From an optimization exercise on the open Yosys and OpenROAD flow, aimed at small area and a short achievable clock period; shortcuts taken in it are not production practice.
The RTL was checked by simulation tests, not by an equivalence proof against the original design.
Power and IR drop assume default switching activity.

== 05-14 ==
Design calc_top, start of the top module:
module calc_top (
   input              clk,
   input              rst,
   input      [15:0]  data_x,
   input      [1:0]   KEY,
   input      [6:0]   SW,
   output     [7:0]   HEX0,
   output     [7:0]   HEX1,
   output     [7:0]   HEX2,
   output     [7:0]   HEX3,
   output     [7:0]   HEX4,
   output     [7:0]   HEX5,
   output     [1:0]   LEDR
   );
reg [6:0] cnt;
wire strobe = (cnt == 7'd46);
always @(posedge clk)
   cnt <= rst ? 7'd0 : {cnt[5:0], cnt[6] ^ cnt[5] ^ (cnt[5:0] == 6'd0)};
reg [13:0] n1;                  
reg [14*15-1:0] ring;           
reg [3:0]  q;                   
reg        pend;                
reg        acc;                 
reg [13:0] sa;                  
reg [11:0] sb;                  
reg [9:0]  f2, f4, f16;         
wire q_first = (q == 4'b0001);
wire q_last  = (q == 4'b1000);  
wire q_b     = (q == 4'b1110) | (q == 4'b1100) | q_last;    
wire ins = pend & q_first;
wire [13:0] tail = ring[14*15-1:14*14];
wire [13:0] sa_sum = sa + (strobe ? data_x[13:0] : acc ? tail : 14'd0);
wire [11:0] sb_sum = sb + (strobe ? data_x[11:0] : (acc & q_b) ? tail[11:0] : 12'd0);
always @(posedge clk) begin
   ring <= {ring[14*14-1:0], ins ? n1 : tail};
   if (!ins) q <= {q[2:0], q[3] ^ q[2] | q == 4'd0};
   pend <= strobe | (pend & ~ins);
   acc  <= ins | (acc & ~q_last);
   sa <= ins ? 14'd0 : sa_sum;
   sb <= ins ? 12'd0 : sb_sum;
   if (strobe) begin
      n1  <= data_x[13:0];
      f2  <= (data_x[10:0] + n1[10:0]) >> 1;
      f4  <= sb_sum[11:2];
      f16 <= sa_sum[13:4];
   end
end
reg [9:0] f;
always @(*) begin
   case (SW[1:0])
   2'b00: f = n1[9:0];
   2'b01: f = f2;
   2'b10: f = f4;
   default: f = f16;
   endcase
end
reg kn0, kn1, reset_edge, load_edge, state;
reg [9:0] op1, op2;
always @(posedge clk) begin
   kn0 <= ~KEY[0];
   kn1 <= ~KEY[1];
   reset_edge <= ~KEY[0] & ~kn0;
   load_edge  <= ~KEY[1] & ~kn1;
   if (reset_edge) state <= 1'b0;
   else if (load_edge) state <= ~state;
   if (load_edge & ~state) op1 <= f;
   if (load_edge &  state) op2 <= f;
end
assign LEDR = (reset_edge | ~state) ? 2'b01 : 2'b10;
  ...
export LEC_CHECK = 0
export CAP_MARGIN = 20
export CORE_MARGIN = 2
export CORE_UTILIZATION = 65
export CTS_BUF_LIST = sky130_fd_sc_hd__clkbuf_16
export CTS_CLUSTER_DIAMETER = 60
export CTS_CLUSTER_SIZE = 30
export SLEW_MARGIN = 20
create_clock -name core_clock -period 28.0 [get_ports {clk}]
standard.sh (not shown) runs the stock make flow with config.mk's settings and CLKGATE_MAP_FILE= SYNTH_SCRIPT=/design/flow/synth_recipe.tcl, a recipe that flattens the netlist after the stock synthesis.
==> flow/flow/run.sh <==
#!/bin/bash
# Own layout flow: the standard synthesis, then the combinational logic
# between the registers is mapped again by ABC (the registers, their names
# and cell types stay as the standard synthesis made them), then the standard flow's
# standard layout steps from floorplan to finish, with timing repair aiming
# past zero slack and plain buffers on the ports.
set -euo pipefail
W=$(pwd)
R=$W/orfs/results/$FLOW_PLATFORM/calc_top/base
ABC_SCRIPT="+strash;dc2;b;dch,-f;map,-D,2000;topo;dnsize"
MARGIN=11
YOSYS=yosys
[[ -x $FLOW_HOME/../tools/install/yosys/bin/yosys ]] && YOSYS=$FLOW_HOME/../tools/install/yosys/bin/yosys

bash standard.sh synth > $W/std_synth.log 2>&1
cp $R/1_2_yosys.v $W/std_netlist.v

DONT_USE=$(make -s -C $FLOW_HOME DESIGN_CONFIG=$W/config.mk WORK_HOME=$W/orfs print-DONT_USE_CELLS | sed -n 's/^DONT_USE_CELLS: *//p' | tail -1)
LIB=$(make -s -C $FLOW_HOME DESIGN_CONFIG=$W/config.mk WORK_HOME=$W/orfs print-LIB_FILES | sed -n 's/^LIB_FILES: *//p' | tail -1)
export REMAP_IN=$W/std_netlist.v REMAP_OUT=$W/remap_netlist.v REMAP_LIB="$LIB" \
       REMAP_DONT_USE="$DONT_USE" REMAP_TOP=$FLOW_TOP REMAP_SCRIPT="$ABC_SCRIPT"
$YOSYS -c $W/flow/remap.tcl > $W/remap.log 2>&1
cp $W/remap_netlist.v $R/1_2_yosys.v
rm -f $R/1_synth.odb $R/1_synth.sdc

bash standard.sh SETUP_SLACK_MARGIN=$MARGIN \
   BUFFER_PORTS_ARGS="-buffer_cell sky130_fd_sc_hd__buf_2" finish > $W/layout.log 2>&1
==> flow/flow/remap.tcl <==
# Map the standard synthesis's combinational logic again, for area.
# Registers are kept as black boxes, so their instances, names and cell
# types are untouched.
yosys -import
set lib [lindex $::env(REMAP_LIB) 0]
read_liberty -ignore_miss_func -ignore_miss_dir $lib
read_verilog $::env(REMAP_IN)
hierarchy -top $::env(REMAP_TOP)
setattr -mod -set blackbox 1 sky130_fd_sc_hd__*df*
flatten
opt_clean -purge
tee -o remap_before.txt stat
set du {}
foreach c $::env(REMAP_DONT_USE) { lappend du -dont_use $c }
abc -liberty $lib {*}$du -script $::env(REMAP_SCRIPT)
opt_clean -purge
hilomap -singleton -hicell sky130_fd_sc_hd__conb_1 HI -locell sky130_fd_sc_hd__conb_1 LO
setundef -zero
splitnets
opt_clean -purge
insbuf -buf sky130_fd_sc_hd__buf_4 A X
read_liberty -lib -ignore_miss_func -ignore_miss_dir $lib
hierarchy -top $::env(REMAP_TOP)
tee -o remap_stat.txt stat -liberty $lib
check -assert
write_verilog -noattr -nohex -nodec $::env(REMAP_OUT)
05-14 | stages: all done | timing, DRC, antenna: all pass
[inputs] 02-18 vs 05-14
diff --git a/flow/flow/run.sh b/flow/flow/run.sh
--- a/flow/flow/run.sh
+++ b/flow/flow/run.sh
@@ -8,6 +8,6 @@
 W=$(pwd)
 R=$W/orfs/results/$FLOW_PLATFORM/calc_top/base
-ABC_SCRIPT="+strash;dc2;b;dch,-f;map,-D,2000;topo;dnsize"
-MARGIN=11
+ABC_SCRIPT="+strash;dc2;b;dch,-f;map,-D,3000;topo;dnsize"
+MARGIN=10
 YOSYS=yosys
 [[ -x $FLOW_HOME/../tools/install/yosys/bin/yosys ]] && YOSYS=$FLOW_HOME/../tools/install/yosys/bin/yosys
Findings:
- No stage failed in 02-18, and the final checks on the layout all came back clean.
- Relative to 05-14, wire length of the first global-routing pass decreased by about 5% in 02-18.
- | combinational power | 05-14 vs 02-18 | ≈ equal |
- Changes observed in 02-18 relative to 05-14: final area fell about 1.1%, sequential share of layout area rose 0.63 points, cell area after technology mapping fell 96 sq um.

---

calc_top, a different RTL version from the one above (not shown whole).
For scale: roughly 1200 cells after synthesis, ~77 I/O pins, roughly 12000 µm² of cells after synthesis.
==> flow/config.mk <==
export PLATFORM = sky130hd
export DESIGN_NAME = calc_top
export DESIGN_NICKNAME = calc_top
export VERILOG_FILES = /design/flow/design.v
export SDC_FILE = /design/flow/constraint.sdc
export NUM_CORES = 4
export LEC_CHECK = 0
export CAP_MARGIN = 20
export CORE_MARGIN = 2
export CORE_UTILIZATION = 65
export CTS_BUF_LIST = sky130_fd_sc_hd__clkbuf_8
export CTS_CLUSTER_DIAMETER = 50
export CTS_CLUSTER_SIZE = 20
export SLEW_MARGIN = 20
==> flow/constraint.sdc <==
create_clock -name core_clock -period 28.0 [get_ports {clk}]
set_input_delay 5.6000 -clock core_clock [delete_from_list [all_inputs] [get_ports {clk}]]
set_output_delay 5.6000 -clock core_clock [all_outputs]
set_load 0.01 [all_outputs]
==> flow/flow/run.sh <==
#!/bin/bash
# Own layout flow: the standard synthesis, then the combinational logic
# between the registers is mapped again by ABC (the registers, their names
# and cell types stay as the standard synthesis made them), then the standard flow's
# standard layout steps from floorplan to finish, with timing repair aiming
# past zero slack and plain buffers on the ports.
set -euo pipefail
W=$(pwd)
R=$W/orfs/results/$FLOW_PLATFORM/calc_top/base
ABC_SCRIPT="+strash;dc2;b;dch,-f;map;topo;dnsize"
ABC_SCRIPT2="+strash;dch,-f;amap;topo;dnsize"
MARGIN=13
YOSYS=yosys
[[ -x $FLOW_HOME/../tools/install/yosys/bin/yosys ]] && YOSYS=$FLOW_HOME/../tools/install/yosys/bin/yosys

bash standard.sh synth > $W/std_synth.log 2>&1
cp $R/1_2_yosys.v $W/std_netlist.v

DONT_USE=$(make -s -C $FLOW_HOME DESIGN_CONFIG=$W/config.mk WORK_HOME=$W/orfs print-DONT_USE_CELLS | sed -n 's/^DONT_USE_CELLS: *//p' | tail -1)
LIB=$(make -s -C $FLOW_HOME DESIGN_CONFIG=$W/config.mk WORK_HOME=$W/orfs print-LIB_FILES | sed -n 's/^LIB_FILES: *//p' | tail -1)
export REMAP_IN=$W/std_netlist.v REMAP_OUT=$W/remap_netlist.v REMAP_LIB="$LIB" \
       REMAP_DONT_USE="$DONT_USE" REMAP_TOP=$FLOW_TOP REMAP_SCRIPT="$ABC_SCRIPT" \
       REMAP_SCRIPT2="$ABC_SCRIPT2"
$YOSYS -c $W/flow/remap.tcl > $W/remap.log 2>&1
cp $W/remap_netlist.v $R/1_2_yosys.v
rm -f $R/1_synth.odb $R/1_synth.sdc

bash standard.sh SETUP_SLACK_MARGIN=$MARGIN \
   BUFFER_PORTS_ARGS="-buffer_cell sky130_fd_sc_hd__buf_2" finish > $W/layout.log 2>&1
==> flow/flow/remap.tcl <==
# Map the standard synthesis's combinational logic again.  The cone that
# drives the outputs (the critical paths, from SW to HEX) is mapped for
# delay, the rest for area.  Registers are kept as black boxes, so their
# instances, names and cell types are untouched.
yosys -import
set lib [lindex $::env(REMAP_LIB) 0]
read_liberty -ignore_miss_func -ignore_miss_dir $lib
read_verilog $::env(REMAP_IN)
hierarchy -top $::env(REMAP_TOP)
setattr -mod -set blackbox 1 sky130_fd_sc_hd__*df*
flatten
opt_clean -purge
set du {}
foreach c $::env(REMAP_DONT_USE) { lappend du -dont_use $c }
select -set oc o:HEX* o:LEDR* %u %ci*:-sky130_fd_sc_hd__dfxtp_1:-sky130_fd_sc_hd__edfxtp_1
abc -liberty $lib {*}$du -script $::env(REMAP_SCRIPT) @oc
select -clear
abc -liberty $lib {*}$du -script $::env(REMAP_SCRIPT2)
opt_clean -purge
hilomap -singleton -hicell sky130_fd_sc_hd__conb_1 HI -locell sky130_fd_sc_hd__conb_1 LO
setundef -zero
splitnets
opt_clean -purge
insbuf -buf sky130_fd_sc_hd__buf_4 A X
read_liberty -lib -ignore_miss_func -ignore_miss_dir $lib
hierarchy -top $::env(REMAP_TOP)
tee -o remap_stat.txt stat -liberty $lib
check -assert
write_verilog -noattr -nohex -nodec $::env(REMAP_OUT)
Edit:
--- a/flow/flow/run.sh
+++ b/flow/flow/run.sh
@@ -8,7 +8,6 @@
 W=$(pwd)
 R=$W/orfs/results/$FLOW_PLATFORM/calc_top/base
-ABC_SCRIPT="+strash;dc2;b;dch,-f;map;topo;dnsize"
-ABC_SCRIPT2="+strash;dch,-f;amap;topo;dnsize"
-MARGIN=13
+ABC_SCRIPT="+strash;dc2;b;dch,-f;map,-D,2000;topo;dnsize"
+MARGIN=14
 YOSYS=yosys
 [[ -x $FLOW_HOME/../tools/install/yosys/bin/yosys ]] && YOSYS=$FLOW_HOME/../tools/install/yosys/bin/yosys
@@ -20,6 +19,5 @@
 LIB=$(make -s -C $FLOW_HOME DESIGN_CONFIG=$W/config.mk WORK_HOME=$W/orfs print-LIB_FILES | sed -n 's/^LIB_FILES: *//p' | tail -1)
 export REMAP_IN=$W/std_netlist.v REMAP_OUT=$W/remap_netlist.v REMAP_LIB="$LIB" \
-       REMAP_DONT_USE="$DONT_USE" REMAP_TOP=$FLOW_TOP REMAP_SCRIPT="$ABC_SCRIPT" \
-       REMAP_SCRIPT2="$ABC_SCRIPT2"
+       REMAP_DONT_USE="$DONT_USE" REMAP_TOP=$FLOW_TOP REMAP_SCRIPT="$ABC_SCRIPT"
 $YOSYS -c $W/flow/remap.tcl > $W/remap.log 2>&1
 cp $W/remap_netlist.v $R/1_2_yosys.v
==> flow/flow/remap.tcl (replaced) <==
# Map the standard synthesis's combinational logic again, for area.
# Registers are kept as black boxes, so their instances, names and cell
# types are untouched.
yosys -import
set lib [lindex $::env(REMAP_LIB) 0]
read_liberty -ignore_miss_func -ignore_miss_dir $lib
read_verilog $::env(REMAP_IN)
hierarchy -top $::env(REMAP_TOP)
setattr -mod -set blackbox 1 sky130_fd_sc_hd__*df*
flatten
opt_clean -purge
tee -o remap_before.txt stat
set du {}
foreach c $::env(REMAP_DONT_USE) { lappend du -dont_use $c }
abc -liberty $lib {*}$du -script $::env(REMAP_SCRIPT)
opt_clean -purge
hilomap -singleton -hicell sky130_fd_sc_hd__conb_1 HI -locell sky130_fd_sc_hd__conb_1 LO
setundef -zero
splitnets
opt_clean -purge
insbuf -buf sky130_fd_sc_hd__buf_4 A X
read_liberty -lib -ignore_miss_func -ignore_miss_dir $lib
hierarchy -top $::env(REMAP_TOP)
tee -o remap_stat.txt stat -liberty $lib
check -assert
write_verilog -noattr -nohex -nodec $::env(REMAP_OUT)
CTS_BUF_LIST = sky130_fd_sc_hd__clkbuf_16   (was sky130_fd_sc_hd__clkbuf_8)
CTS_CLUSTER_DIAMETER = 60   (was 50)
CTS_CLUSTER_SIZE = 30   (was 20)
Result: The changed run finished clean; setup slack got worse by 83 ps; fmax came out lower by 0.55%; clock-buffer cell count came out lower by 9; wire length came out higher by 19%; synthesized cell count came out higher by 5.2%; via count came out higher by 8.6%; die area came out higher by 1.4%; power came out higher by 11%; utilization came out higher by 5.5 points.

## separate check: timing with driven ports
How much do the figures lean on ideal ports? The routed layouts below were timed once more, with nothing changed but the port constraints.
Step 1, drivers: a clkbuf_16 drives clk and a buf_2 each remaining input, both assumed.
Step 2, shift: input delay + t, output delay - t, t = (earliest + latest rising clock arrival at the registers) / 2. This alone moves slack from input paths to output paths.
Slacks: ideal / step 1 / step 2; pairs: ideal / step 1.
run	shift t [ns]	setup slack, ns	hold slack, ns
05-14	0.557	11.664 / 11.644 / 11.644	0.321 / 0.321 / 0.321
02-18	0.543	10.899 / 10.879 / 10.879	0.317 / 0.317 / 0.317
the first run of note 2	0.603	13.131 / 13.085 / 13.085	0.322 / 0.322 / 0.322
the second run of note 2	0.552	13.048 / 12.878 / 12.878	0.325 / 0.325 / 0.325
After both steps setup and hold are still met in every run listed. For the second run of note 2, which loses most, drivers alone change the setup slack by -0.170 ns; drivers and shift together by -0.170 ns.
